This design comes from an exercise in tuning for a short achievable clock period and few clock cycles on the open sky130 flow, not from production work. Only simulation tests tie the RTL to the original design; equivalence was not proved. No activity file was given, so power comes from the tool's default toggle rates.

===== design/flow/design.v =====
module pre_and #(
    parameter int N = 8,
    parameter int L = 3             
) (
    input  logic [N-1:0] x,
    output logic [N-1:0] y
);
    logic [N-1:0] t [0:L];
    always_comb begin
        t[0] = {x[N-2:0], 1'b1};
        for (int l = 0; l < L; l++)
            for (int i = 0; i < N; i++)
                t[l+1][i] = (i >= (1 << l)) ? (t[l][i] & t[l][i - (1 << l)]) : t[l][i];
    end
    assign y = t[L];
endmodule
module inc_add #(
    parameter int N = 62,
    parameter int L = 6             
) (
    input  logic [N-1:0] x,
    output logic [N-1:0] y
);
    logic [N-1:0] c;
    pre_and #(.N(N), .L(L)) u_c (.x(x), .y(c));
    assign y = x ^ c;
endmodule
module ks_add #(
    parameter int W = 64,
    parameter int L = 6             
) (
    input  logic [W-1:0] a,
    input  logic [W-1:0] b,
    input  logic         cin,
    output logic [W-1:0] s
);
    logic [W-1:0] g [0:L];
    logic [W-1:0] p [0:L];
    always_comb begin
        g[0] = a & b;
        p[0] = a ^ b;
        g[0][0] = (a[0] & b[0]) | ((a[0] ^ b[0]) & cin);
        for (int l = 0; l < L; l++)
            for (int i = 0; i < W; i++)
                if (i >= (1 << l)) begin
                    g[l+1][i] = g[l][i] | (p[l][i] & g[l][i - (1 << l)]);
                    p[l+1][i] = p[l][i] & p[l][i - (1 << l)];
                end else begin
                    g[l+1][i] = g[l][i];
                    p[l+1][i] = p[l][i];
                end
    end
    assign s = (a ^ b) ^ {g[L][W-2:0], cin};
endmodule
module sx_add #(
    parameter int W  = 64,
    parameter int K  = 13,
    parameter int LK = 4,           
    parameter int LH = 6            
) (
    input  logic [W-1:0] a,
    input  logic [K-1:0] b,
    output logic [W-1:0] s
);
    logic [K:0]     lo;
    logic [W-K-1:0] hi, up, dn, cu, cd;
    ks_add #(.W(K + 1), .L(LK)) u_lo (.a({1'b0, a[K-1:0]}), .b({1'b0, b}), .cin(1'b0), .s(lo));
    assign hi = a[W-1:K];
    pre_and #(.N(W - K), .L(LH)) u_cu (.x(hi), .y(cu));
    pre_and #(.N(W - K), .L(LH)) u_cd (.x(~hi), .y(cd));
    assign up = hi ^ cu;
    assign dn = hi ^ cd;
    wire c  = lo[K];
    wire sg = b[K-1];
    assign s = {(c == sg) ? hi : (c ? up : dn), lo[K-1:0]};
endmodule
module out_reg #(
    parameter int W = 32
) (
    input  logic         clk,
    input  logic [W-1:0] d,
    output logic [W-1:0] q
);
    always_ff @(posedge clk) q <= d;
endmodule
module late_sel #(
    parameter int W = 64
) (
    input  logic         s,
    input  logic         x,
    input  logic [W-1:0] a,
    input  logic [W-1:0] b,
    output logic [W-1:0] y
);
    assign y = s ? (a ^ {W{x}}) : b;
endmodule
module sum_zero #(
    parameter int W = 64
) (
    input  logic [W-1:0] a,
    input  logic [W-1:0] b,
    input  logic         cin,
    output logic         z
);
    assign z = ((a ^ b) == {a[W-2:0] | b[W-2:0], cin});
endmodule
module all_zero #(
    parameter int W = 64
) (
    input  logic [W-1:0] x,
    output logic         z
);
    assign z = (x == {W{1'b0}});
endmodule
module late_sel2 #(
    parameter int W = 64
) (
    input  logic         s1,
    input  logic         s0,
    input  logic         x,
    input  logic [W-1:0] a1,
    input  logic [W-1:0] a0,
    input  logic [W-1:0] b,
    output logic [W-1:0] y
);
    assign y = s1 ? (a1 ^ {W{x}}) : s0 ? (a0 ^ {W{x}}) : b;
endmodule
module single_cycle_cpu (
    input  logic        clk,
    input  logic        rst,
    output logic [31:0] imem_addr,
    input  logic [31:0] imem_rdata,
    output logic [31:0] dmem_addr,
    output logic [63:0] dmem_wdata,
    output logic        dmem_we,
    input  logic [63:0] dmem_rdata
);
    localparam int NB = 16;                
    logic [63:0]   pc_f;
    logic          v_d;
    logic [31:0]   ir_d;
    logic [63:0]   pc_d;
    logic [63:0]   pc4_d;        
    logic [13:0]   tlo_d;        
    logic          tsg_d;        
    logic [50:0]   hip_d, him_d;  
    wire  [63:0]   tgt = {(tlo_d[13] == tsg_d) ? pc_d[63:13] : (tlo_d[13] ? hip_d : him_d),
                          tlo_d[12:0]};
    logic [63:0]   ra_d, rb_d;   
    logic [NB-1:0] hv_d;         
    logic          hb_d;         
    logic          cf_d;         
    logic          pt_d;         
    logic          fold_d;       
    logic [9:0]    ft_d;         
    logic [9:0]    t_d;          
    logic          yv_d;         
    logic [31:0]   iry_d;
    logic          v_e, wr_e, we_e, br_e, cf_e, ld_e, pe_e, hb_e, lg_e, sub_e, orr_e;
    logic          ai_e, op_e, pr_e;
    logic [NB-1:0] hv_e;
    logic [4:0]    rd_e, rs1_e, rs2_e;
    logic [31:0]   ir_e;
    logic [63:0]   a_e, b_e, sd_e;
    logic [31:0]   ar_e;
    logic [63:0]   pc_e, tgt_e, ft_e;
    logic          wr_e1;
    logic [4:0]    rd_e1;
    logic [11:0]   imm_e1;
    logic          v_w, wr_w, br_w, cf_w, tk_w, hb_w, pr_w;
    logic [NB-1:0] hv_w;
    logic [4:0]    rd_w;
    logic [63:0]   w_res, pc_w, tgt_w, ft_w;
    logic          wr_w1;
    logic [4:0]    rd_w1;
    logic [63:0]   w_res1;
    logic [31:1]   wen_w, wen_w1;  
    logic          wr_x, wr_x1;    
    logic [4:0]    rd_x, rd_x1;
    logic [63:0]   x_res, x_res1;
    wire [NB-1:0]    bv, bbr, bcf, bfv, bpe, bpv;
    wire [NB*10-1:0] ba, bt, bf;
    wire [NB*17-1:0] bpy;         
    wire [NB*11-1:0] bnx;         
    wire           f_in = (pc_f[63:12] == 52'd0) && (pc_f[1:0] == 2'd0);
    logic [NB-1:0] fh;
    logic [9:0]    f_t, f_f;
    logic [16:0]   f_py;
    logic [10:0]   f_nx;
    always_comb begin
        f_t  = 10'd0;
        f_f  = 10'd0;
        f_py = 17'd0;
        f_nx = 11'd0;
        for (int i = 0; i < NB; i++) begin
            fh[i] = f_in && bv[i] && (ba[i*10 +: 10] == pc_f[11:2]);
            f_t  = f_t | (bt[i*10 +: 10] & {10{fh[i]}});
            f_f  = f_f | (bf[i*10 +: 10] & {10{fh[i]}});
            f_py = f_py | (bpy[i*17 +: 17] & {17{fh[i]}});
            f_nx = f_nx | (bnx[i*11 +: 11] & {11{fh[i]}});
        end
    end
    wire        f_hb   = |(fh & bbr);
    wire        f_cf   = |(fh & bcf);
    wire        f_pt   = |(fh & bpe);
    wire        f_fold = |(fh & bfv);
    wire        f_pv   = |(fh & bpv);
    wire [61:0] f_inc;
    inc_add #(.N(62), .L(6)) u_finc (.x(pc_f[63:2]), .y(f_inc));
    wire [13:0] tlo_f;
    wire [50:0] hcu, hcd;
    ks_add #(.W(14), .L(4)) u_tlo (.a({1'b0, pc_f[12:0]}),
        .b({1'b0, imem_rdata[31], imem_rdata[7], imem_rdata[30:25], imem_rdata[11:8], 1'b0}),
        .cin(1'b0), .s(tlo_f));
    pre_and #(.N(51), .L(6)) u_hcu (.x(pc_f[63:13]), .y(hcu));
    pre_and #(.N(51), .L(6)) u_hcd (.x(~pc_f[63:13]), .y(hcd));
    wire [63:0] f_next = {f_inc[61:11],
                          (|fh) ? f_nx : f_inc[10:0],
                          pc_f[1:0]};
    logic             rst_q;
    always_ff @(posedge clk) rst_q <= rst;
    wire [32*64-1:0]  rfv;
    assign rfv[63:0] = 64'd0;
    genvar g;
    for (g = 1; g < 32; g++) begin : rf
        logic [63:0] q;
        always_ff @(posedge clk) begin
            if (rst_q)
                q <= 64'd0;
            else if (wen_w1[g])
                q <= w_res1;
            else if (wen_w[g])
                q <= w_res;
        end
        assign rfv[g*64 +: 64] = q;
    end
    wire [63:0] ra_f  = rfv[imem_rdata[19:15]*64 +: 64];
    wire [63:0] rb_f  = rfv[imem_rdata[24:20]*64 +: 64];
    logic      st_p;
    wire       stall  = v_d && st_p;
    wire [6:0] op_f   = imem_rdata[6:0];
    wire [2:0] f3_f   = imem_rdata[14:12];
    wire       ld_f   = (op_f == 7'b0000011);
    wire       st_f   = (op_f == 7'b0100011);
    wire       ai_f   = (op_f == 7'b0010011);
    wire       op_rf  = (op_f == 7'b0110011);
    wire       br_f   = (op_f == 7'b1100011);
    logic      is_ld, is_st, is_ai, is_op, is_br, writes, lg, orr, sub, same;
    logic [11:0] imm_ls;      
    always_ff @(posedge clk) begin
        if (!stall) begin
            is_ld  <= ld_f;
            is_st  <= st_f;
            is_ai  <= ai_f;
            is_op  <= op_rf;
            is_br  <= br_f;
            writes <= (ld_f || ai_f || op_rf) && (imem_rdata[11:7] != 5'd0);
            lg     <= op_rf && (f3_f == 3'b111 || f3_f == 3'b110);    
            orr    <= (f3_f == 3'b110);
            sub    <= op_rf && (f3_f == 3'b000) && (imem_rdata[31:25] == 7'b0100000);
            same   <= (imem_rdata[19:15] == imem_rdata[24:20]);
            imm_ls <= st_f ? {imem_rdata[31:25], imem_rdata[11:7]} : imem_rdata[31:20];
        end
    end
    wire [4:0] rs1   = ir_d[19:15];
    wire [4:0] rs2   = ir_d[24:20];
    wire [4:0] rd    = ir_d[11:7];
    wire       y_wr  = (iry_d[11:7] != 5'd0);
    wire [4:0] rs1y  = iry_d[19:15];
    wire [4:0] rs2y  = iry_d[24:20];
    wire [4:0] rdy   = iry_d[11:7];
    wire [63:0] imm_i  = {{52{ir_d[31]}}, ir_d[31:20]};
    wire [63:0] imm_iy = {{52{iry_d[31]}}, iry_d[31:20]};
    logic [5:0] s_a, s_b;
    wire [4:0]  rs1_f  = imem_rdata[19:15];
    wire [4:0]  rs2_f  = imem_rdata[24:20];
    wire        ldst_f = ld_f || st_f;
    wire        wd     = v_d && writes;
    wire        wd1    = v_d && yv_d && y_wr;
    wire [5:0] fs_a  = {wd1 && (rdy == rs1_f), wd && (rd == rs1_f),
                        wr_e1 && (rd_e1 == rs1_f), wr_e && (rd_e == rs1_f),
                        wr_w1 && (rd_w1 == rs1_f), wr_w && (rd_w == rs1_f)};
    wire [5:0] fs_b  = {wd1 && (rdy == rs2_f), wd && (rd == rs2_f),
                        wr_e1 && (rd_e1 == rs2_f), wr_e && (rd_e == rs2_f),
                        wr_w1 && (rd_w1 == rs2_f), wr_w && (rd_w == rs2_f)};
    wire [5:0] hs_a  = {2'b00, wr_e1 && (rd_e1 == rs1),  wr_e && (rd_e == rs1),  2'b00};
    wire [5:0] hs_b  = {2'b00, wr_e1 && (rd_e1 == rs2),  wr_e && (rd_e == rs2),  2'b00};
    always_ff @(posedge clk) begin
        if (!stall) begin
            s_a  <= fs_a;
            s_b  <= fs_b;
            st_p <= ldst_f && ((wd && (rd == rs1_f)) || (wd1 && (rdy == rs1_f)));
        end else begin
            s_a  <= hs_a;
            s_b  <= hs_b;
            st_p <= 1'b0;
        end
    end
    wire [63:0] a_c  = s_a[3]  ? w_res1 : s_a[2]  ? w_res : s_a[1]  ? x_res1 : s_a[0]  ? x_res : ra_d;
    wire [63:0] b_c  = s_b[3]  ? w_res1 : s_b[2]  ? w_res : s_b[1]  ? x_res1 : s_b[0]  ? x_res : rb_d;
    logic [63:0] e_res, e_res1;
    logic [63:0] e_oth, sum;
    wire        e_sum  = !ld_e && !lg_e;
    wire [63:0] r_a  = s_a[4]  ? e_oth : a_c;
    wire [63:0] r_b  = s_b[4]  ? e_oth : b_c;
    wire [63:0] a_nx, sd_nx, b_nx;
    late_sel #(.W(64)) u_fa (.s(!s_a[5] && s_a[4] && e_sum), .x(1'b0), .a(sum),
        .b(s_a[5] ? e_res1 : r_a), .y(a_nx));
    late_sel #(.W(64)) u_fs (.s(!s_b[5] && s_b[4] && e_sum), .x(1'b0), .a(sum),
        .b(s_b[5] ? e_res1 : r_b), .y(sd_nx));
    wire [63:0] b_ot  = is_ai ? imm_i : r_b;
    late_sel #(.W(64)) u_fb (.s(!is_ai && !s_b[5] && s_b[4] && e_sum), .x(sub), .a(sum),
        .b((!is_ai && s_b[5]) ? (e_res1 ^ {64{sub}}) : (b_ot ^ {64{sub}})), .y(b_nx));
    wire [31:0] ar_nx;
    sx_add #(.W(32), .K(12), .LK(4), .LH(5)) u_agu (.a(a_c[31:0]), .b(imm_ls), .s(ar_nx));
    wire [63:0] ft      = fold_d ? {52'd0, ft_d, 2'd0} : pc4_d;
    wire        d_taken = is_br && (hb_d ? pt_d : same);
    wire        dir_d = cf_d ? pt_d : d_taken;
    wire        d_redir = v_d && !stall && (dir_d != pt_d);
    wire [63:0] d_rpc   = pt_d ? ft : (cf_d ? {52'd0, t_d, 2'd0} : tgt);
    wire [63:0] bb_e = b_e;
    ks_add #(.W(64), .L(6)) u_alu (.a(a_e), .b(bb_e), .cin(sub_e), .s(sum));
    wire [63:0] lgc  = orr_e ? (a_e | b_e) : (a_e & b_e);
    assign e_oth = ld_e ? dmem_rdata : lgc;
    late_sel #(.W(64)) u_er (.s(e_sum), .x(1'b0), .a(sum), .b(e_oth), .y(e_res));
    assign e_res1 = {{52{imm_e1[11]}}, imm_e1};
    wire z_s, z_l, z_m, eq_e;
    sum_zero #(.W(64)) u_zse (.a(a_e), .b(bb_e), .cin(sub_e), .z(z_s));
    all_zero #(.W(64)) u_zle (.x(lgc), .z(z_l));
    all_zero #(.W(64)) u_zme (.x(dmem_rdata), .z(z_m));
    all_zero #(.W(64)) u_eqe (.x(a_e ^ b_e), .z(eq_e));
    wire z_x  = ld_e ? z_m : (lg_e ? z_l : z_s);
    wire z_x1 = (imm_e1 == 12'd0);
    wire        take  = cf_e ? (pr_e ? z_x1 : z_x) : eq_e;
    wire        mis   = (br_e || cf_e) && (take != pe_e);
    wire [63:0] e_rpc = pe_e ? ft_e : tgt_e;
    assign dmem_addr  = ar_e;
    assign dmem_wdata = sd_e;
    assign dmem_we    = we_e;
    wire go = v_d && !stall && !mis;
    wire [63:0] pc_nx;
    late_sel #(.W(64)) u_pce (.s(mis && !rst), .x(1'b0), .a(e_rpc),
        .b(rst ? 64'd0 : d_redir ? d_rpc : stall ? pc_f : f_next), .y(pc_nx));
    always_ff @(posedge clk) pc_f <= pc_nx;
    out_reg #(.W(32)) u_imem_addr (.clk(clk), .d(pc_nx[31:0]), .q(imem_addr));
    always_ff @(posedge clk) begin
        if (rst)
            v_d <= 1'b0;
        else if (mis || d_redir)
            v_d <= 1'b0;
        else if (!stall)
            v_d <= 1'b1;
        if (!stall) begin
            ir_d   <= imem_rdata;
            pc_d   <= pc_f;
            pc4_d  <= {f_inc, pc_f[1:0]};
            tlo_d  <= tlo_f;
            tsg_d  <= imem_rdata[31];
            hip_d  <= pc_f[63:13] ^ hcu;
            him_d  <= pc_f[63:13] ^ hcd;
            ra_d   <= rst_q ? 64'd0 : ra_f;
            rb_d   <= rst_q ? 64'd0 : rb_f;
            hv_d   <= fh;
            hb_d   <= f_hb;
            cf_d   <= f_cf;
            pt_d   <= f_pt;
            fold_d <= f_fold;
            ft_d   <= f_f;
            t_d    <= f_t;
            yv_d   <= f_pv;
            iry_d  <= {f_py[16:5], 5'd0, 3'b000, f_py[4:0], 7'b0010011};
        end else begin
            ra_d   <= a_c;
            rb_d   <= b_c;
        end
    end
    always_ff @(posedge clk) begin
        if (rst) begin
            v_e   <= 1'b0;
            wr_e  <= 1'b0;
            we_e  <= 1'b0;
            br_e  <= 1'b0;
            cf_e  <= 1'b0;
            pr_e  <= 1'b0;
            wr_e1 <= 1'b0;
        end else begin
            v_e   <= go;
            wr_e  <= go && writes;
            we_e  <= go && is_st;
            br_e  <= go && is_br;
            cf_e  <= go && cf_d;
            pr_e  <= go && yv_d;
            wr_e1 <= go && yv_d && y_wr;
        end
        ld_e   <= is_ld;
        lg_e   <= lg;
        orr_e  <= orr;
        sub_e  <= sub;
        ai_e   <= is_ai;
        op_e   <= is_op;
        rd_e   <= rd;
        rs1_e  <= rs1;
        rs2_e  <= rs2;
        ir_e   <= ir_d;
        a_e    <= a_nx;
        b_e    <= b_nx;
        sd_e   <= sd_nx;
        ar_e   <= ar_nx;
        pe_e   <= dir_d;
        hv_e   <= hv_d;
        hb_e   <= hb_d;
        pc_e   <= pc_d;
        tgt_e  <= cf_d ? {52'd0, t_d, 2'd0} : tgt;
        ft_e   <= ft;
        rd_e1  <= rdy;
        imm_e1 <= iry_d[31:20];
    end
    always_ff @(posedge clk) begin
        if (rst) begin
            v_w   <= 1'b0;
            wr_w  <= 1'b0;
            br_w  <= 1'b0;
            cf_w  <= 1'b0;
            pr_w  <= 1'b0;
            wr_x  <= 1'b0;
            wr_w1 <= 1'b0;
            wr_x1 <= 1'b0;
        end else begin
            v_w   <= v_e;
            wr_w  <= wr_e;
            br_w  <= br_e;
            cf_w  <= cf_e;
            pr_w  <= pr_e;
            wr_x  <= wr_w;
            wr_w1 <= wr_e1;
            wr_x1 <= wr_w1;
        end
        w_res  <= e_res;
        w_res1 <= e_res1;
        for (int i = 1; i < 32; i++) begin
            wen_w[i]  <= !rst && wr_e && (rd_e == i);
            wen_w1[i] <= !rst && wr_e1 && (rd_e1 == i);
        end
        rd_w   <= rd_e;
        rd_w1  <= rd_e1;
        tk_w   <= take;
        hv_w   <= hv_e;
        hb_w   <= hb_e;
        pc_w   <= pc_e;
        tgt_w  <= tgt_e;
        ft_w   <= ft_e;
        x_res  <= w_res;
        rd_x   <= rd_w;
        x_res1 <= w_res1;
        rd_x1  <= rd_w1;
    end
    localparam logic [2:0] K_BR = 3'd0, K_UF = 3'd1, K_DF = 3'd2, K_CF = 3'd3, K_PR = 3'd4;
    wire in_w   = (pc_w[63:12] == 52'd0) && (pc_w[1:0] == 2'd0);
    wire in_e   = (pc_e[63:12] == 52'd0) && (pc_e[1:0] == 2'd0);
    wire in_tw  = (tgt_w[63:12] == 52'd0) && (tgt_w[1:0] == 2'd0);
    wire in_te  = (tgt_e[63:12] == 52'd0) && (tgt_e[1:0] == 2'd0);
    wire seq_ew = v_w && in_w && in_e && (pc_w[11:2] + 10'd1 == pc_e[11:2]);
    wire same_e = (rs1_e == rs2_e);
    logic        q_br, q_uc, q_df, q_ncf, q_seq, q_cfb, q_cfx, q_prx, q_pry;
    logic        q_seq2, q_cfb1, q_cfx1, q_ufp;
    logic [9:0]  q_aw, q_tw, q_te, q_pe1;
    logic [31:0] q_y;
    always_ff @(posedge clk) begin
        if (rst) begin
            q_br  <= 1'b0;
            q_uc  <= 1'b0;
            q_cfb <= 1'b0;
            q_pry <= 1'b0;
            q_cfb1 <= 1'b0;
        end else begin
            q_br  <= br_w && tk_w && !hb_w && in_w && in_tw;
            q_uc  <= br_e && same_e && in_te;
            q_cfb <= br_e && !same_e && in_te && (pc_e[11:2] != 10'h3ff) &&
                     ((rs1_e == rd_w && rs2_e == 5'd0) || (rs2_e == rd_w && rs1_e == 5'd0));
            q_cfb1 <= br_e && !same_e && in_te && (pc_e[11:2] != 10'h3ff) &&
                      ((rs1_e == rd_w1 && rs2_e == 5'd0) || (rs2_e == rd_w1 && rs1_e == 5'd0));
            q_pry <= v_e && !pr_e && ai_e && (rs1_e == 5'd0) && (hv_e == '0);
        end
        q_df  <= cf_w && (ft_w == pc_e);
        q_ncf <= !cf_w;
        q_seq <= seq_ew;
        q_cfx <= !br_w && !cf_w && !pr_w && wr_w;
        q_prx <= !br_w && !cf_w && !pr_w && (hv_w == '0);
        q_seq2 <= v_w && in_w && in_e && (pc_w[11:2] + 10'd2 == pc_e[11:2]);
        q_cfx1 <= pr_w && !cf_w && wr_w1;
        q_ufp  <= pr_w && !cf_w;
        q_aw  <= pc_w[11:2];
        q_tw  <= tgt_w[11:2];
        q_te  <= tgt_e[11:2];
        q_pe1 <= pc_e[11:2] + 10'd1;
        q_y   <= ir_e;
    end
    wire rq_br = q_br;
    wire rq_df = q_uc && q_df;
    wire rq_uf = q_uc && ((q_ncf && q_seq) || (q_ufp && q_seq2));
    wire rq_cf = (q_cfb && q_seq && q_cfx) || (q_cfb1 && q_seq2 && q_cfx1);
    wire rq_pr = q_pry && q_seq && q_prx;
    logic        rq_v;
    logic [2:0]  rq_k;
    logic [9:0]  rq_a, rq_t, rq_f;
    logic [31:0] rq_y;
    logic        rq_p;        
    always_ff @(posedge clk) begin
        if (rst)
            rq_v <= 1'b0;
        else
            rq_v <= rq_br || rq_uf || rq_df || rq_cf || rq_pr;
        rq_a <= q_aw;
        if (rq_br) begin
            rq_k <= K_BR;
            rq_t <= q_tw;
        end else begin
            rq_k <= rq_cf ? K_CF : rq_df ? K_DF : rq_uf ? K_UF : K_PR;
            rq_t <= q_te;
        end
        rq_f <= rq_cf ? q_pe1 : q_te;
        rq_y <= q_y;
        rq_p <= !(q_cfb && q_seq && q_cfx) && !(q_ncf && q_seq);
    end
    logic [NB-1:0] rm, rm_nx;
    logic [NB-1:0] vp;         
    logic [NB-1:0] usedb;        
    always_ff @(posedge clk) begin
        if (rst)
            usedb <= '0;
        else
            usedb <= (usedb & ~(vp & {NB{!alloc}})) | fh;
    end
    wire rq_hit = |rm;
    wire alloc  = rq_v && !rq_hit && (rq_k != K_DF) && !(rq_p && (rq_k == K_CF || rq_k == K_UF));
    wire same_a = (rq_a == q_aw);
    logic [NB-1:0] p_m, p_n;           
    logic [2:0]    p_k;
    logic [9:0]    p_a, p_t, p_f;
    logic [31:0]   p_y;
    logic          p_p;
    always_ff @(posedge clk) begin
        if (rst) begin
            p_m <= '0;
            p_n <= '0;
        end else begin
            p_m <= rq_v ? rm : '0;
            p_n <= alloc ? vp : '0;
        end
        p_k <= rq_k;
        p_a <= rq_a;
        p_t <= rq_t;
        p_f <= rq_f;
        p_y <= rq_y;
        p_p <= rq_p;
    end
    wire same_p = (p_a == q_aw);
    always_comb
        for (int i = 0; i < NB; i++)
            rm_nx[i] = (bv[i] && (ba[i*10 +: 10] == q_aw) && !(alloc && vp[i]) && !p_n[i]) ||
                       (alloc && vp[i] && same_a) || (p_n[i] && same_p);
    always_ff @(posedge clk) rm <= rm_nx;
    always_ff @(posedge clk) begin
        if (rst)
            vp <= {{(NB-1){1'b0}}, 1'b1};
        else if (alloc || |(vp & usedb))
            vp <= {vp[NB-2:0], vp[NB-1]};
    end
    wire upd_en = br_w || cf_w;
    for (g = 0; g < NB; g++) begin : btb
        logic        v, br, cf, fv, pv;
        logic [9:0]  a, t, f;
        logic [16:0] py;
        logic        h;           
        logic [3:0]  pht;         
        logic [3:0]  lc, lt;      
        logic        lq;          
        assign bv[g]          = v;
        assign bbr[g]         = br;
        assign bcf[g]         = cf;
        assign bfv[g]         = fv;
        assign bpv[g]         = pv;
        assign ba[g*10 +: 10] = a;
        assign bt[g*10 +: 10] = t;
        assign bf[g*10 +: 10] = f;
        assign bpy[g*17 +: 17] = py;
        wire        iw  = upd_en && hv_w[g];
        wire [3:0]  c1  = iw ? (tk_w ? 4'd0 : lc + 4'd1) : lc;
        wire        wt  = iw && tk_w;
        wire [3:0]  lte = wt ? lc : lt;
        wire        lqe = wt ? (lc == lt) : lq;
        wire        he  = iw ? tk_w : h;
        assign bpe[g] = (br || cf) && (lqe ? (c1 == lte) : (he ? pht[3] : pht[1]));
        assign bnx[g*11 +: 11] = bpe[g] ? {1'b0, t} : fv ? {1'b0, f} :
                                 pv ? {1'b0, a} + 11'd2 : {1'b0, a} + 11'd1;
        wire mine = p_m[g];
        wire newe = p_n[g];
        always_ff @(posedge clk) begin
            if (rst) begin
                v <= 1'b0;
            end else begin
                if (upd_en && hv_w[g] && (br || cf)) begin
                    h <= tk_w;
                    if (h) begin
                        if (tk_w)
                            pht[3:2] <= (pht[3:2] == 2'd3) ? 2'd3 : pht[3:2] + 2'd1;
                        else
                            pht[3:2] <= (pht[3:2] == 2'd0) ? 2'd0 : pht[3:2] - 2'd1;
                    end else begin
                        if (tk_w)
                            pht[1:0] <= (pht[1:0] == 2'd3) ? 2'd3 : pht[1:0] + 2'd1;
                        else
                            pht[1:0] <= (pht[1:0] == 2'd0) ? 2'd0 : pht[1:0] - 2'd1;
                    end
                    if (tk_w) begin
                        lq <= (lc == lt);
                        lt <= lc;
                        lc <= 4'd0;
                    end else if (lc == 4'd15) begin
                        lq <= 1'b0;
                    end else begin
                        lc <= lc + 4'd1;
                    end
                end
                if ((mine || newe) && p_k == K_BR) begin
                    br  <= 1'b1;
                    cf  <= 1'b0;
                    pv  <= 1'b0;
                    t   <= p_t;
                    h   <= 1'b1;
                    pht <= 4'b1011;
                    lc  <= 4'd0;
                    lt  <= 4'd0;
                    lq  <= 1'b0;
                end
                if (((mine && !cf && (pv == p_p)) || newe) && p_k == K_UF) begin
                    fv <= 1'b1;
                    f  <= p_f;
                end
                if (mine && cf && p_k == K_DF)
                    f <= p_f;
                if ((newe || (mine && pv && !cf && p_p)) && p_k == K_CF) begin
                    cf  <= 1'b1;
                    t   <= p_t;
                    fv  <= 1'b1;
                    f   <= p_f;
                    h   <= 1'b0;
                    pht <= 4'b0101;
                    lc  <= 4'd0;
                    lt  <= 4'd0;
                    lq  <= 1'b0;
                end
                if (((mine && !br && !cf && !fv) || newe) && p_k == K_PR) begin
                    pv <= 1'b1;
                    py <= {p_y[31:20], p_y[11:7]};
                end
                if (newe) begin
                    v  <= 1'b1;
                    a  <= p_a;
                    pv <= (p_k == K_PR);
                    if (p_k != K_BR)
                        br <= 1'b0;
                    if (p_k == K_BR || p_k == K_PR)
                        fv <= 1'b0;
                    if (p_k == K_UF || p_k == K_PR)
                        cf <= 1'b0;
                end
            end
        end
    end
endmodule

===== design/flow/config.mk =====
export PLATFORM = sky130hd
export DESIGN_NAME = single_cycle_cpu
export DESIGN_NICKNAME = single_cycle_cpu
export VERILOG_FILES = /design/flow/design.v
export SDC_FILE = /design/flow/constraint.sdc
export NUM_CORES = 8
export LEC_CHECK = 0
export CAP_MARGIN = 40
export CORE_MARGIN = 2
export CORE_UTILIZATION = 50
export PLACE_DENSITY = 0.6
export SLEW_MARGIN = 60
export SYNTH_HIERARCHICAL = 1
export SYNTH_MINIMUM_KEEP_SIZE = 0

===== design/flow/flow/io.tcl =====
# Port placement: the data memory bus on the top edge, the instruction
# memory bus on the bottom edge, clock (near the middle) and reset on the left edge.
set_io_pin_constraint -pin_names {dmem_addr[*] dmem_wdata[*] dmem_we dmem_rdata[*]} -region top:*
set_io_pin_constraint -pin_names {imem_addr[*] imem_rdata[*]} -region bottom:*
set_io_pin_constraint -pin_names {clk} -region left:270-310
set_io_pin_constraint -pin_names {rst} -region left:*

===== design/flow/flow/run.sh =====
#!/bin/bash
set -euo pipefail
bash standard.sh ADDER_MAP_FILE= SETUP_SLACK_MARGIN=7 TNS_END_PERCENT=5 \
    "BUFFER_PORTS_ARGS=-buffer_cell sky130_fd_sc_hd__buf_4" \
    "IO_CONSTRAINTS=$PWD/flow/io.tcl" finish > run_make.log 2>&1

===== design/flow/constraint.sdc =====
create_clock -name core_clock -period 11.0 [get_ports {clk}]
set_input_delay 2.2000 -clock core_clock [delete_from_list [all_inputs] [get_ports {clk}]]
set_output_delay 2.2000 -clock core_clock [all_outputs]
set_load 0.01 [all_outputs]

===== design/flow/standard.sh =====
#!/bin/bash
# synth_recipe.tcl (not shown) runs the flow's synth.tcl, then flattens the netlist and writes it again
# the make line also repeats each setting of config.mk as NAME=value (left out here)
make -C /OpenROAD-flow-scripts/flow DESIGN_CONFIG=/design/flow/config.mk WORK_HOME=/design/flow/orfs CLKGATE_MAP_FILE= SYNTH_SCRIPT=/design/flow/synth_recipe.tcl "${@:-finish}"

==> summary.txt, run 1 <==
* Clock Power Share at 46.9%
* Setup TNS at 0 ns
* Area Overhead vs Synth at 15.51%
* Post-CTS Hold Buffers at 0
* Sw Ratio at around a quarter
* Synth Cell Area at ~250000 um^2
* Worst Setup Start Kind: flip-flop
* Final worst setup slack at 6.517 ns
* I/O pin count at 227
* Routed wire per std cell at 38.84 um
* CP max-delay cell: o21ai_0
* Vias in the first global route at 198500
* # clock sinks at 4778
* Clk pin slew, worst setup/hold paths at around 0.060 ns
* Clock latency (worst-skew pair) at 1.10 ns
* Slew HR at 51.15%
* Placement Cell Area at between 200000 and 300000 um^2
* Period utilization at 40.76%
* Placed Cells at 29840
* FF-to-FF path depth at 13
* CTS Buf Count at 544
* Crit. End Element: flip-flop
* Final Cell Area at 285600 um^2
* Root Driver: clkbuf_16
* Final ANT Viol Nets at 0
* Hold WS at 0.2834 ns
* Synth Instances at 24550
* Peak supply drop at 0.1867 mV
* Routability cong. at 1.055
* Final Hold Viols at 0
* Status: finished clean
* Cell Chain, Critical Path: a21oi_4, buf_4, buf_4, buf_6, o21ai_0, a21oi_4, nor2_1, a21oi_1, o21ai_0, o21ai_0, xnor2_1, nor2_1, a21oi_1
* Ys Warns at 23
* HPWL after detailed placement at 804200 um
* PD cells at 140.9 nW/um^2
* Port buffer count at 226
* Pre-CTS setup slack at 5.164 ns
* Syn Area/Cell at 10.07 um^2
* Antenna violations before repair at 105
* CP max FO at 25
* Setup Skew at 0.07435 ns
* # fillers at 41520
* Worst min-delay path startpoint: hv_d[6]$_DFFE_PN_
* RSZ-0062 raised after global routing: true
* Hold Path Cell Cnt at 0
* Flop pwr share at roughly 46%
* Reg2Reg Capture Point: b_e[29]$_DFF_P_
* DRT iter0 DRCs at ~36000
* Layout cells sized above 1 at roughly 20%
* Multi-input gate area at 131400 um^2
* CP Launch Point: s_b[2]$_DFF_P_
* Fin crit period at 4.483 ns
* Leakage power at 106.0 nW
* Post-Route WL at 1206000 um
* Peak per-stage delay on the critical path at 0.48 ns
* First-pass GRT wire length at 1635000 um
* Vias at 217800
* Required time worst endpoint at 11.94 ns
* CTS tree: done
* DIE AREA at 500000 um^2
* Worst Hold Endpoint: hv_e[6]$_DFF_P_
* Fin. max-slew vios at 0
* Reg-to-reg setup timing slack at around 6.5 ns
* Most used cell, CP: o21ai_0
* Row cnt at roughly 260
* Total grt overflow at 0
* Arrival time at the worst endpoint at ~5.4 ns
* Hold Crit Class: flip-flop to flip-flop
* Gr usage total at 46.36%
* Highest clock rate at 0.2230 GHz
* Comb power frac at 6.9%
* Residual DRC count at 0
* Origin of the critical flop-to-flop path: s_b[2]$_DFF_P_
* Finished Layout Cells at around 31000
* Final Setup Violations at 0
* Die Ht at 707.1 um
* Final net count at about 24000
* Largest net degree at the start of global routing at between 100 and 150
* Initial Utilization at 50.15%
* Psw at between 10 and 15 mW
* Crit path kind: flip-flop to flip-flop
* Core footprint at 492900 um^2
* CTS H-tree lvls at 6
* Worst-Margin Slew at 0.7328 ns
* Total of max-cap violations at 0
* FF/Latch Area at 110000 um^2
* DR vias/cell at 7.012
* First-pass iteration count of the detailed router at 10
* Chip Width at 707.1 um
* P_int at 30.01 mW
* CTS Buffer Depth at 4
## metrics by stage
| step | total power [mW] | utilization, % |
|---|---|---|
| after CTS | 39.95 | 57.37 |
| after detailed placement | 21.38 | 53.15 |
| after global routing | 40.89 | 57.92 |
| after global placement | 21.22 | 51.51 |
| after floorplan | 20.25 | - |
| final | 40.22 | 57.93 |
## flip-flops by register name, indices dropped and copies added, names as in the netlist, 160 cells and up
name,cells
rf.q,1984
btb.py,272
btb.a,160
btb.f,160
btb.t,160
## power by group through the flow
stage,sequential [mW],clock (mW),combinational (mW)
CTS,18.6,18.9,2.54
global placement,19.0,0,2.25
finish,18.6,18.9,2.76
global route,18.6,19.5,2.77
detailed placement,19.0,0,2.42
floorplan,18.8,0,1.42
## worst max-delay path by stage
stage / end / slack, ns / cells past startpoint
5_1_grt: pc_f[7]$_DFF_P_ / 6.76 / 17
6_report: b_e[29]$_DFF_P_ / 6.52 / 13
2_1_floorplan: pc_f[10]$_DFF_P_ / 6.93 / 12
3_5_place_dp: pc_f[22]$_DFF_P_ / 5.16 / 15
3_3_place_gp: pc_f[24]$_DFF_P_ / 4.17 / 14
4_1_cts: rb_d[7]$_DFF_P_ / 6.84 / 9
## per-layer routing
| layer | global-route usage (%) | part of all wire, % |
|---|---|---|
| met1 | 61.96 | 38 |
| met2 | 61.89 | 39 |
| met3 | 20.38 | 16 |
| met4 | 26.17 | 6.9 |
| met5 | 0.6825 | 0.079 |
## placed cells by master (no fill, tap or decap), types with 205 or more instances in the layout
cell,n
nand4_1,225
and3_1,227
edfxtp_1,1376
clkbuf_16,571
xor2_1,633
a22oi_1,205
nand2_1,804
buf_4,677
dfxtp_1,3123
a21oi_1,1150
inv_1,371
a211oi_1,1828
mux4_2,1152
xnor2_1,971
nor2b_1,1781
mux2i_1,791
nand3_1,208
mux2_2,322
a22o_1,232
o21ai_0,564
buf_6,214
nor2_1,3384
## worst max-delay path: cells and delay by family (launching register included)
kind	cells	cell delay, ns
compound gates	7	2.20
xor+xnor	1	0.22
buf+inv	3	1.07
flops	1	0.47
simple gates	2	0.26
## cell type report
cell class | instances | area share, %
Tap cell | 6500 | 2.848
Antenna cell | 50 | 0.04382
Clock inverter | 214 | 0.8487
Clock buffer | 770 | 5.524
Sequential cell | 4778 | 38.53
Timing Repair Buffer | 1321 | 5.693
Multi-Input combinational cell | 17040 | 46.00
Inverter | 382 | 0.5105
## what timing repair did
action / 4_1_cts / 5_1_grt
gates resized for setup: 370 / 88
pin swaps: 66 / 64
buffers inserted: 60 / 39
endpoints found under the setup margin: 367 / 303
gates cloned: 20 / 12
Testbench counts, summed over its fixed seeds: cycles 97,954.
==> run 2, diff against run 1 <==
--- a/design/flow/design.v
+++ b/design/flow/design.v
@@ -167,7 +167,8 @@
     logic          wr_e1;
     logic [4:0]    rd_e1;
     logic [11:0]   imm_e1;
-    logic          v_w, wr_w, br_w, cf_w, tk_w, hb_w, pr_w;
+    logic [63:0]   a_e1;
+    logic          v_w, wr_w, br_w, cf_w, tk_w, hb_w, pr_w, ai_w, ld_w;
     logic [NB-1:0] hv_w;
     logic [4:0]    rd_w;
     logic [63:0]   w_res, pc_w, tgt_w, ft_w;
@@ -180,23 +181,23 @@
     logic [63:0]   x_res, x_res1;
     wire [NB-1:0]    bv, bbr, bcf, bfv, bpe, bpv;
     wire [NB*10-1:0] ba, bt, bf;
-    wire [NB*17-1:0] bpy;         
+    wire [NB*22-1:0] bpy;         
     wire [NB*11-1:0] bnx;         
     wire           f_in = (pc_f[63:12] == 52'd0) && (pc_f[1:0] == 2'd0);
     logic [NB-1:0] fh;
     logic [9:0]    f_t, f_f;
-    logic [16:0]   f_py;
+    logic [21:0]   f_py;
     logic [10:0]   f_nx;
     always_comb begin
         f_t  = 10'd0;
         f_f  = 10'd0;
-        f_py = 17'd0;
+        f_py = 22'd0;
         f_nx = 11'd0;
         for (int i = 0; i < NB; i++) begin
             fh[i] = f_in && bv[i] && (ba[i*10 +: 10] == pc_f[11:2]);
             f_t  = f_t | (bt[i*10 +: 10] & {10{fh[i]}});
             f_f  = f_f | (bf[i*10 +: 10] & {10{fh[i]}});
-            f_py = f_py | (bpy[i*17 +: 17] & {17{fh[i]}});
+            f_py = f_py | (bpy[i*22 +: 22] & {22{fh[i]}});
             f_nx = f_nx | (bnx[i*11 +: 11] & {11{fh[i]}});
         end
     end
@@ -235,7 +236,9 @@
         assign rfv[g*64 +: 64] = q;
     end
     wire [63:0] ra_f  = rfv[imem_rdata[19:15]*64 +: 64];
-    wire [63:0] rb_f  = rfv[imem_rdata[24:20]*64 +: 64];
+    wire        f_yr   = f_pv && (f_py[9:5] != 5'd0);
+    wire [4:0]  rs2_f  = f_yr ? f_py[9:5] : imem_rdata[24:20];
+    wire [63:0] rb_f  = rfv[rs2_f*64 +: 64];
     logic      st_p;
     wire       stall  = v_d && st_p;
     wire [6:0] op_f   = imem_rdata[6:0];
@@ -273,7 +276,6 @@
     wire [63:0] imm_iy = {{52{iry_d[31]}}, iry_d[31:20]};
     logic [5:0] s_a, s_b;
     wire [4:0]  rs1_f  = imem_rdata[19:15];
-    wire [4:0]  rs2_f  = imem_rdata[24:20];
     wire        ldst_f = ld_f || st_f;
     wire        wd     = v_d && writes;
     wire        wd1    = v_d && yv_d && y_wr;
@@ -284,7 +286,8 @@
                         wr_e1 && (rd_e1 == rs2_f), wr_e && (rd_e == rs2_f),
                         wr_w1 && (rd_w1 == rs2_f), wr_w && (rd_w == rs2_f)};
     wire [5:0] hs_a  = {2'b00, wr_e1 && (rd_e1 == rs1),  wr_e && (rd_e == rs1),  2'b00};
-    wire [5:0] hs_b  = {2'b00, wr_e1 && (rd_e1 == rs2),  wr_e && (rd_e == rs2),  2'b00};
+    wire [4:0] rs2b  = (yv_d && (iry_d[19:15] != 5'd0)) ? iry_d[19:15] : rs2;   
+    wire [5:0] hs_b  = {2'b00, wr_e1 && (rd_e1 == rs2b), wr_e && (rd_e == rs2b), 2'b00};
     always_ff @(posedge clk) begin
         if (!stall) begin
             s_a  <= fs_a;
@@ -304,13 +307,13 @@
     wire [63:0] r_a  = s_a[4]  ? e_oth : a_c;
     wire [63:0] r_b  = s_b[4]  ? e_oth : b_c;
     wire [63:0] a_nx, sd_nx, b_nx;
-    late_sel #(.W(64)) u_fa (.s(!s_a[5] && s_a[4] && e_sum), .x(1'b0), .a(sum),
-        .b(s_a[5] ? e_res1 : r_a), .y(a_nx));
-    late_sel #(.W(64)) u_fs (.s(!s_b[5] && s_b[4] && e_sum), .x(1'b0), .a(sum),
-        .b(s_b[5] ? e_res1 : r_b), .y(sd_nx));
+    late_sel2 #(.W(64)) u_fa (.s1(s_a[5]), .s0(!s_a[5] && s_a[4] && e_sum), .x(1'b0),
+        .a1(e_res1), .a0(sum), .b(r_a), .y(a_nx));
+    late_sel2 #(.W(64)) u_fs (.s1(s_b[5]), .s0(!s_b[5] && s_b[4] && e_sum), .x(1'b0),
+        .a1(e_res1), .a0(sum), .b(r_b), .y(sd_nx));
     wire [63:0] b_ot  = is_ai ? imm_i : r_b;
-    late_sel #(.W(64)) u_fb (.s(!is_ai && !s_b[5] && s_b[4] && e_sum), .x(sub), .a(sum),
-        .b((!is_ai && s_b[5]) ? (e_res1 ^ {64{sub}}) : (b_ot ^ {64{sub}})), .y(b_nx));
+    late_sel2 #(.W(64)) u_fb (.s1(!is_ai && s_b[5]), .s0(!is_ai && !s_b[5] && s_b[4] && e_sum),
+        .x(sub), .a1(e_res1), .a0(sum), .b(b_ot ^ {64{sub}}), .y(b_nx));
     wire [31:0] ar_nx;
     sx_add #(.W(32), .K(12), .LK(4), .LH(5)) u_agu (.a(a_c[31:0]), .b(imm_ls), .s(ar_nx));
     wire [63:0] ft      = fold_d ? {52'd0, ft_d, 2'd0} : pc4_d;
@@ -323,14 +326,15 @@
     wire [63:0] lgc  = orr_e ? (a_e | b_e) : (a_e & b_e);
     assign e_oth = ld_e ? dmem_rdata : lgc;
     late_sel #(.W(64)) u_er (.s(e_sum), .x(1'b0), .a(sum), .b(e_oth), .y(e_res));
-    assign e_res1 = {{52{imm_e1[11]}}, imm_e1};
+    sx_add #(.W(64), .K(12), .LK(4), .LH(6)) u_alu1 (.a(a_e1), .b(imm_e1), .s(e_res1));
     wire z_s, z_l, z_m, eq_e;
     sum_zero #(.W(64)) u_zse (.a(a_e), .b(bb_e), .cin(sub_e), .z(z_s));
     all_zero #(.W(64)) u_zle (.x(lgc), .z(z_l));
     all_zero #(.W(64)) u_zme (.x(dmem_rdata), .z(z_m));
     all_zero #(.W(64)) u_eqe (.x(a_e ^ b_e), .z(eq_e));
     wire z_x  = ld_e ? z_m : (lg_e ? z_l : z_s);
-    wire z_x1 = (imm_e1 == 12'd0);
+    wire z_x1;
+    sum_zero #(.W(64)) u_zse1 (.a(a_e1), .b({{52{imm_e1[11]}}, imm_e1}), .cin(1'b0), .z(z_x1));
     wire        take  = cf_e ? (pr_e ? z_x1 : z_x) : eq_e;
     wire        mis   = (br_e || cf_e) && (take != pe_e);
     wire [63:0] e_rpc = pe_e ? ft_e : tgt_e;
@@ -368,7 +372,7 @@
             ft_d   <= f_f;
             t_d    <= f_t;
             yv_d   <= f_pv;
-            iry_d  <= {f_py[16:5], 5'd0, 3'b000, f_py[4:0], 7'b0010011};
+            iry_d  <= {f_py[21:10], f_py[9:5], 3'b000, f_py[4:0], 7'b0010011};
         end else begin
             ra_d   <= a_c;
             rb_d   <= b_c;
@@ -414,6 +418,7 @@
         ft_e   <= ft;
         rd_e1  <= rdy;
         imm_e1 <= iry_d[31:20];
+        a_e1   <= (iry_d[19:15] != 5'd0) ? sd_nx : 64'd0;
     end
     always_ff @(posedge clk) begin
         if (rst) begin
@@ -442,6 +447,8 @@
             wen_w1[i] <= !rst && wr_e1 && (rd_e1 == i);
         end
         rd_w   <= rd_e;
+        ai_w   <= ai_e;
+        ld_w   <= ld_e;
         rd_w1  <= rd_e1;
         tk_w   <= take;
         hv_w   <= hv_e;
@@ -479,7 +486,8 @@
                      ((rs1_e == rd_w && rs2_e == 5'd0) || (rs2_e == rd_w && rs1_e == 5'd0));
             q_cfb1 <= br_e && !same_e && in_te && (pc_e[11:2] != 10'h3ff) &&
                       ((rs1_e == rd_w1 && rs2_e == 5'd0) || (rs2_e == rd_w1 && rs1_e == 5'd0));
-            q_pry <= v_e && !pr_e && ai_e && (rs1_e == 5'd0) && (hv_e == '0);
+            q_pry <= v_e && !pr_e && ai_e && (hv_e == '0) &&
+                     ((rs1_e == 5'd0) || (!(wr_w && rs1_e == rd_w) && (ai_w || ld_w)));
         end
         q_df  <= cf_w && (ft_w == pc_e);
         q_ncf <= !cf_w;
@@ -570,7 +578,7 @@
     for (g = 0; g < NB; g++) begin : btb
         logic        v, br, cf, fv, pv;
         logic [9:0]  a, t, f;
-        logic [16:0] py;
+        logic [21:0] py;
         logic        h;           
         logic [3:0]  pht;         
         logic [3:0]  lc, lt;      
@@ -583,7 +591,7 @@
         assign ba[g*10 +: 10] = a;
         assign bt[g*10 +: 10] = t;
         assign bf[g*10 +: 10] = f;
-        assign bpy[g*17 +: 17] = py;
+        assign bpy[g*22 +: 22] = py;
         wire        iw  = upd_en && hv_w[g];
         wire [3:0]  c1  = iw ? (tk_w ? 4'd0 : lc + 4'd1) : lc;
         wire        wt  = iw && tk_w;
@@ -652,7 +660,7 @@
                 end
                 if (((mine && !br && !cf && !fv) || newe) && p_k == K_PR) begin
                     pv <= 1'b1;
-                    py <= {p_y[31:20], p_y[11:7]};
+                    py <= {p_y[31:15], p_y[11:7]};
                 end
                 if (newe) begin
                     v  <= 1'b1;
==> design/flow/config.mk (replaced) <==
export PLATFORM = sky130hd
export DESIGN_NAME = single_cycle_cpu
export DESIGN_NICKNAME = single_cycle_cpu
export VERILOG_FILES = /design/flow/design.v
export SDC_FILE = /design/flow/constraint.sdc
export NUM_CORES = 8
export LEC_CHECK = 0
export CAP_MARGIN = 30
export CORE_MARGIN = 2
export CORE_UTILIZATION = 55
export PLACE_DENSITY = 0.65
export SLEW_MARGIN = 30
export SYNTH_HIERARCHICAL = 1
export SYNTH_MINIMUM_KEEP_SIZE = 0
==> summary.txt, run 2 <==
* CP Buf/Inv Count at 7
* Status: finished clean
* Placed Cells at 34310
* Routed wire per std cell at 37.48 um
* First-pass GRT wire length at about 1800000 um
* Period utilization at 45.49%
* Largest Register: rf.q
* RSZ-0062 raised after global routing: true
* DR vias/cell at slightly above 7
* Total grt overflow at 0
* Pre-CTS setup slack at 3.429 ns
* Required time worst endpoint at 11.58 ns
* Die Ht at 706.5 um
* Root Driver: clkbuf_16
* Commonest non-fill, non-tap cells in the layout: nor2_1, dfxtp_1, mux2i_1
* CP max FO at 35
* DIE AREA at roughly 500000 um^2
* Crit-path leading delay family: buffers and inverters
* Leakage power at 114.0 nW
* I/O pin count at 227
* Max reg flops at a little under 2000
* Final Hold Viols at 0
* Antenna violations before repair at between 150 and 200
* HPWL after detailed placement at 815900 um
* Post-Route WL at about 1400000 um
* Initial Utilization at 55.31%
* Final worst setup slack at around 6.0 ns
* Syn Area/Cell at 9.159 um^2
* Peak supply drop at 0.1753 mV
* Hold Crit Class: flip-flop to flip-flop
* Clock latency (worst-skew pair) at between 1 and 1.5 ns
* Crit. End Element: flip-flop
* Fin. max-slew vios at 0
* Worst-Margin Slew at approximately 1.3 ns
* Worst Setup Start Kind: flip-flop
* DRT iter0 DRCs at ~51000
* First-pass iteration count of the detailed router at 13
* Synth Cell Area at approximately 270000 um^2
* Most common cell after layout, fill and taps aside: nor2_1
* Fin util at 63.16%
* Peak per-stage delay on the critical path at 0.74 ns
* Layout cells sized above 1 at 14.71%
* PD cells at 137.4 nW/um^2
* Slew HR at about 16%
* Post-CTS Hold Buffers at 0
* Vias at 259200
* Routability cong. at 1.089
* Port buffer count at around 230
* Power consumption at 42.60 mW
* Final ANT Viol Nets at 0
* Synth Instances at 29630
* Area Overhead vs Synth at 14.20%
* Vias in the first global route at 228500
* CTS tree: done
* Largest net degree at the start of global routing at 172
* CTS Buffer Depth at 4
* Arrival time at the worst endpoint at 5.58 ns
* Setup Skew at 0.07732 ns
* CTS Buf Count at 565
* Highest clock rate at around 0.20 GHz
* CTS H-tree lvls at 6
* Finished Layout Cells at about 36000
* Cell Chain, Critical Path: nor4_2, nand4_1, buf_4, nor4_4, buf_12, bufbuf_16, nand2_1, buf_4, clkinv_1, buf_6, a221oi_1, buf_4, nand4_1
* Multi-input gate area at around 150000 um^2
* Core footprint at 490700 um^2
* Clk pin slew, worst setup/hold paths at 0.06 ns
* Row cnt at between 200 and 300
* Chip Width at 706.5 um
* Most used cell, CP: buf_4
* # clock sinks at 5048
* Crit path kind: flip-flop to flip-flop
* Total of max-cap violations at 0
* # fillers at 40350
* Final net count at 29070
* Residual DRC count at 0
* Gr usage total at 51.37%
* Setup TNS at 0 ns
* Fin crit period at between 5 and 6 ns
* FF/Latch Area at about 120000 um^2
* Top flop regs: rf.q (1984), btb.py (352)
* CP max-delay cell: nand4_1
* Ys Warns at 25
* Final Setup Violations at 0
[run 2: routing by layer]
metal	wire [um]	share of wire [%]	vias to the layer above	GRT usage, %
li1	-	-	104500	-
met1	479800	35	124400	65.55
met2	498900	37	24120	65.56
met4	123400	9.1	128	36.33
met5	2669	0.20	-	2.538
met3	248900	18	5964	26.49
[run 2: cell type report]
cell class / count / area share, %
clock inverters: 233 / 0.8453
clock buffers: 791 / 5.224
repair inverters: 2 / 0.005652
inverters: 481 / 0.6261
well taps: 6475 / 2.614
diodes: 209 / 0.1687
repair buffers: 1560 / 5.708
flip-flops and latches: 5048 / 37.50
multi-input cells: 21320 / 47.31
[run 2: path summary, 6_finish.rpt]
| kind | start | endpoint | slack (ns) | cells after the start |
|---|---|---|---|---|
| setup / recovery | pc_f[34]$_DFF_P_ | t_d[1]$_DFFE_PN_ | 6.00 | 13 |
| hold / removal | rq_t[1]$_DFF_P_ | p_t[1]$_DFF_P_ | 0.32 | 0 |
| setup reg to reg | pc_f[34]$_DFF_P_ | t_d[1]$_DFFE_PN_ | 6.00 | 13 |
| hold reg to reg | rq_t[1]$_DFF_P_ | p_t[1]$_DFF_P_ | 0.32 | 0 |
[run 2: metrics by stage]
stage	area (um^2)	hold WS [ns]
4_1_cts	305600	0.3177
3_5_place_dp	277400	0.3121
6_report	309900	0.3184
2_1_floorplan	271800	0.3096
3_3_place_gp	276700	0.3101
5_1_grt	309600	0.3231
[run 2: repair_timing]
item	in CTS	in global routing
endpoints found under the setup margin	1092	1033
gates cloned	96	16
pin swaps	156	147
gates resized for setup	838	347
buffers inserted	300	144
[run 2: report_power, final]
part / total (mW) / switching [mW] / internal, mW
clock network: 19.7 / 8.56 / 11.2
registers: 19.7 / 0.401 / 19.3
logic: 3.15 / 2.19 / 0.956
Testbench counts of run 2, summed over its fixed seeds: cycles 93,454.
==> run 3, diff against run 2 <==
--- a/design/flow/config.mk
+++ b/design/flow/config.mk
@@ -7,8 +7,8 @@
 export LEC_CHECK = 0
 export CAP_MARGIN = 30
 export CORE_MARGIN = 2
-export CORE_UTILIZATION = 55
-export PLACE_DENSITY = 0.65
+export CORE_UTILIZATION = 50
+export PLACE_DENSITY = 0.6
 export SLEW_MARGIN = 30
 export SYNTH_HIERARCHICAL = 1
 export SYNTH_MINIMUM_KEEP_SIZE = 0
==> summary.txt, run 3 <==
* Status: finished clean
* Crit. End Element: flip-flop
* First-pass iteration count of the detailed router at 13
* Flop pwr share at 45.7%
* Routed wire per std cell at 38.45 um
* Vias at 260100
* Arrival time at the worst endpoint at a little under 6 ns
* Initial Utilization at 50.21%
* Synth Instances at 29630
* Area Overhead vs Synth at 16.40%
* Multi-input gate area at 147400 um^2
* Leakage power at 116.1 nW
* Total grt overflow at 0
* Largest net degree at the start of global routing at 216
* CTS Buf Count at 575
* Crit path kind: flip-flop to flip-flop
* Pre-CTS setup slack at 2.942 ns
* Core footprint at 540500 um^2
* Peak supply drop at between 0.15 and 0.2 mV
* Routability cong. at around 1.1
* CP max FO at 16
* Final Cell Area at ~320000 um^2
* Total of max-cap violations at 0
* Slew HR at approximately a tenth
* Vias in the first global route at 229800
* Fin. max-slew vios at 0
* Final ANT Viol Nets at 0
* Highest clock rate at between 0.2 and 0.25 GHz
* Root Driver: clkbuf_16
* Layer with the highest usage: met2
* Grt met2 use at 63.50%
* Chip Width at 740.8 um
* Syn Area/Cell at 9.159 um^2
* FF/Latch Area at 116300 um^2
* # fillers at between 40000 and 50000
* P_int at 31.76 mW
* Most common cell after layout, fill and taps aside: nor2_1
* CTS tree: done
* Final Setup Violations at 0
* Final worst setup slack at 6.136 ns
* Period utilization at 44.22%
* Required time worst endpoint at around 12 ns
* Commonest non-fill, non-tap cells in the layout: nor2_1, dfxtp_1, mux2i_1
* # clock sinks at 5048
* I/O pin count at around 230
* Post-Route WL at ~1400000 um
* Placed Cells at roughly 35000
* Placement Cell Area at 278300 um^2
* Hold Crit Class: flip-flop to flip-flop
* Finished Layout Cells at 37020
* Ys Warns at 25
* Fin crit period at 4.864 ns
* HPWL after detailed placement at 842900 um
* RSZ-0062 raised after global routing: true
* Hold WS at 0.3071 ns
* First-pass GRT wire length at 1901000 um
* Top flop regs: rf.q (1984), btb.py (352)
* Worst Setup Start Kind: flip-flop
* Antenna violations before repair at 156
* Met3 usage at 23.98%
* DIE AREA at ~550000 um^2
* Clk pin slew, worst setup/hold paths at ~0.060 ns
* Power consumption at 43.17 mW
* Synth Cell Area at 271400 um^2
* Final net count at 29270
* Clock latency (worst-skew pair) at 1.18 ns
* Die Ht at roughly 740 um
* Setup TNS at 0 ns
* Worst-Margin Slew at 1.332 ns
* Residual DRC count at 0
* Setup Skew at 0.1175 ns
* Final Hold Viols at 0
* Gr usage total at 49.07%
* Comb power frac at 8.0%
* Psw at 11.41 mW
* PD cells at around 140 nW/um^2
* Fin util at 58.45%
* Row cnt at between 200 and 300
* CTS Buffer Depth at 4
* Max reg flops at 1984
* DRT iter0 DRCs at 47500
* DR vias/cell at 7.027
* Largest Register: rf.q
* Layout cells sized above 1 at 15.69%
* Sw Ratio at a little over a quarter
* Met1 usage at 62.74%
* Clock Power Share at 46.4%
* CTS H-tree lvls at 6
* Post-CTS Hold Buffers at 0
* Port buffer count at 226
## run 3: cell types whose count changed in the layout (fill, tap and decap cells not counted), moves of 25 or more
cell	previous run	this run
buf_16	101	179
o21ai_0	589	541
dfxtp_1	3367	3342
dfxtp_4	108	142
o21ai_1	97	137
diode_2	209	177
buf_12	170	227
## run 3: final timing paths
kind	startpoint	to	slack (ns)	cells after the start
worst max-delay path	rm[9]$_DFF_P_	vp[0]$_SDFFE_PP1P_	6.14	7
worst min register to register	ir_e[27]$_DFF_P_	q_y[27]$_DFF_P_	0.31	0
worst max register to register	rm[9]$_DFF_P_	vp[0]$_SDFFE_PP1P_	6.14	7
worst min-delay path	ir_e[27]$_DFF_P_	q_y[27]$_DFF_P_	0.31	0
## run 3: what timing repair did
| action | 4_1_cts | 5_1_grt |
|---|---|---|
| gates cloned | 145 | 27 |
| endpoints found under the setup margin | 1283 | 1345 |
| resized for setup | 1183 | 496 |
| pin swaps | 276 | 117 |
| buffers inserted | 405 | 172 |
| endpoints found under the hold margin | 0 | 0 |
## run 3: cell type report
class | instances | area share (%)
Timing Repair inverter | 1 | 0.002772
Inverter | 481 | 0.6155
Clock inverter | 224 | 0.8491
Timing Repair Buffer | 1745 | 6.843
Sequential cell | 5048 | 36.83
Multi-Input combinational cell | 21320 | 46.67
Clock buffer | 814 | 5.200
Antenna cell | 177 | 0.1402
Tap cell | 7208 | 2.855
## run 3: per-layer routing
metal / wire (um) / share of wire, % / vias up
met5: 3618 / 0.25 / -
met2: 532800 / 37 / 22830
met1: 521700 / 37 / 126300
met4: 127400 / 9.0 / 106
li1: - / - / 104900
met3: 237700 / 17 / 5913
## run 3: power groups by stage
stage          sequential [mW]  combinational, mW  clock, mW
2_1_floorplan             19.9               1.54          0
3_3_place_gp              20.1               2.48          0
3_5_place_dp              20.1               2.49          0
4_1_cts                   19.7               3.10       19.9
5_1_grt                   19.7               3.38       20.6
6_report                  19.7               3.43       20.0
## run 3: critical path, stage by stage, from the launching register on
cell     delay, ns
dfxtp_1       0.56
or4_1         0.90
nor3_4        0.86
o21ai_0       0.61
nor2_4        0.54
or3_1         0.79
mux2i_1       0.27
nand2_1       0.09

==> static timing again, ports no longer ideal <==
The results above use ideal ports. As a check the final layouts listed here were re-extracted and re-timed, cells and wires unchanged. Step 1 (the two cells are an assumption about what drives the block):
set clk [get_ports {clk}]
set_driving_cell -lib_cell sky130_fd_sc_hd__clkbuf_16 $clk
set_driving_cell -lib_cell sky130_fd_sc_hd__buf_2 [delete_from_list [all_inputs] $clk]
Step 2, shift: input delay + t, output delay - t, t = (earliest + latest rising clock arrival at the registers) / 2. This alone moves slack from input paths to output paths. a / b / c = ideal ports / drivers / drivers and shift; a / b = the first two.
run	t, ns	setup WS [ns]	worst setup path after step 2	worst register clock-pin slew, ns	worst slew at a driven data input, ns
run 1	1.159	6.517 / 6.517 / 5.388	input to register	0.07 / 0.07	0.32
run 2	1.207	5.997 / 5.997 / 4.923	input to register	0.08 / 0.08	0.28
run 3	1.228	6.136 / 6.136 / 5.010	input to register	0.07 / 0.07	0.20
After both steps every run listed still meets setup and hold. For run 1, which loses most, drivers alone change the setup slack by 0.000 ns; drivers and shift together by -1.129 ns.
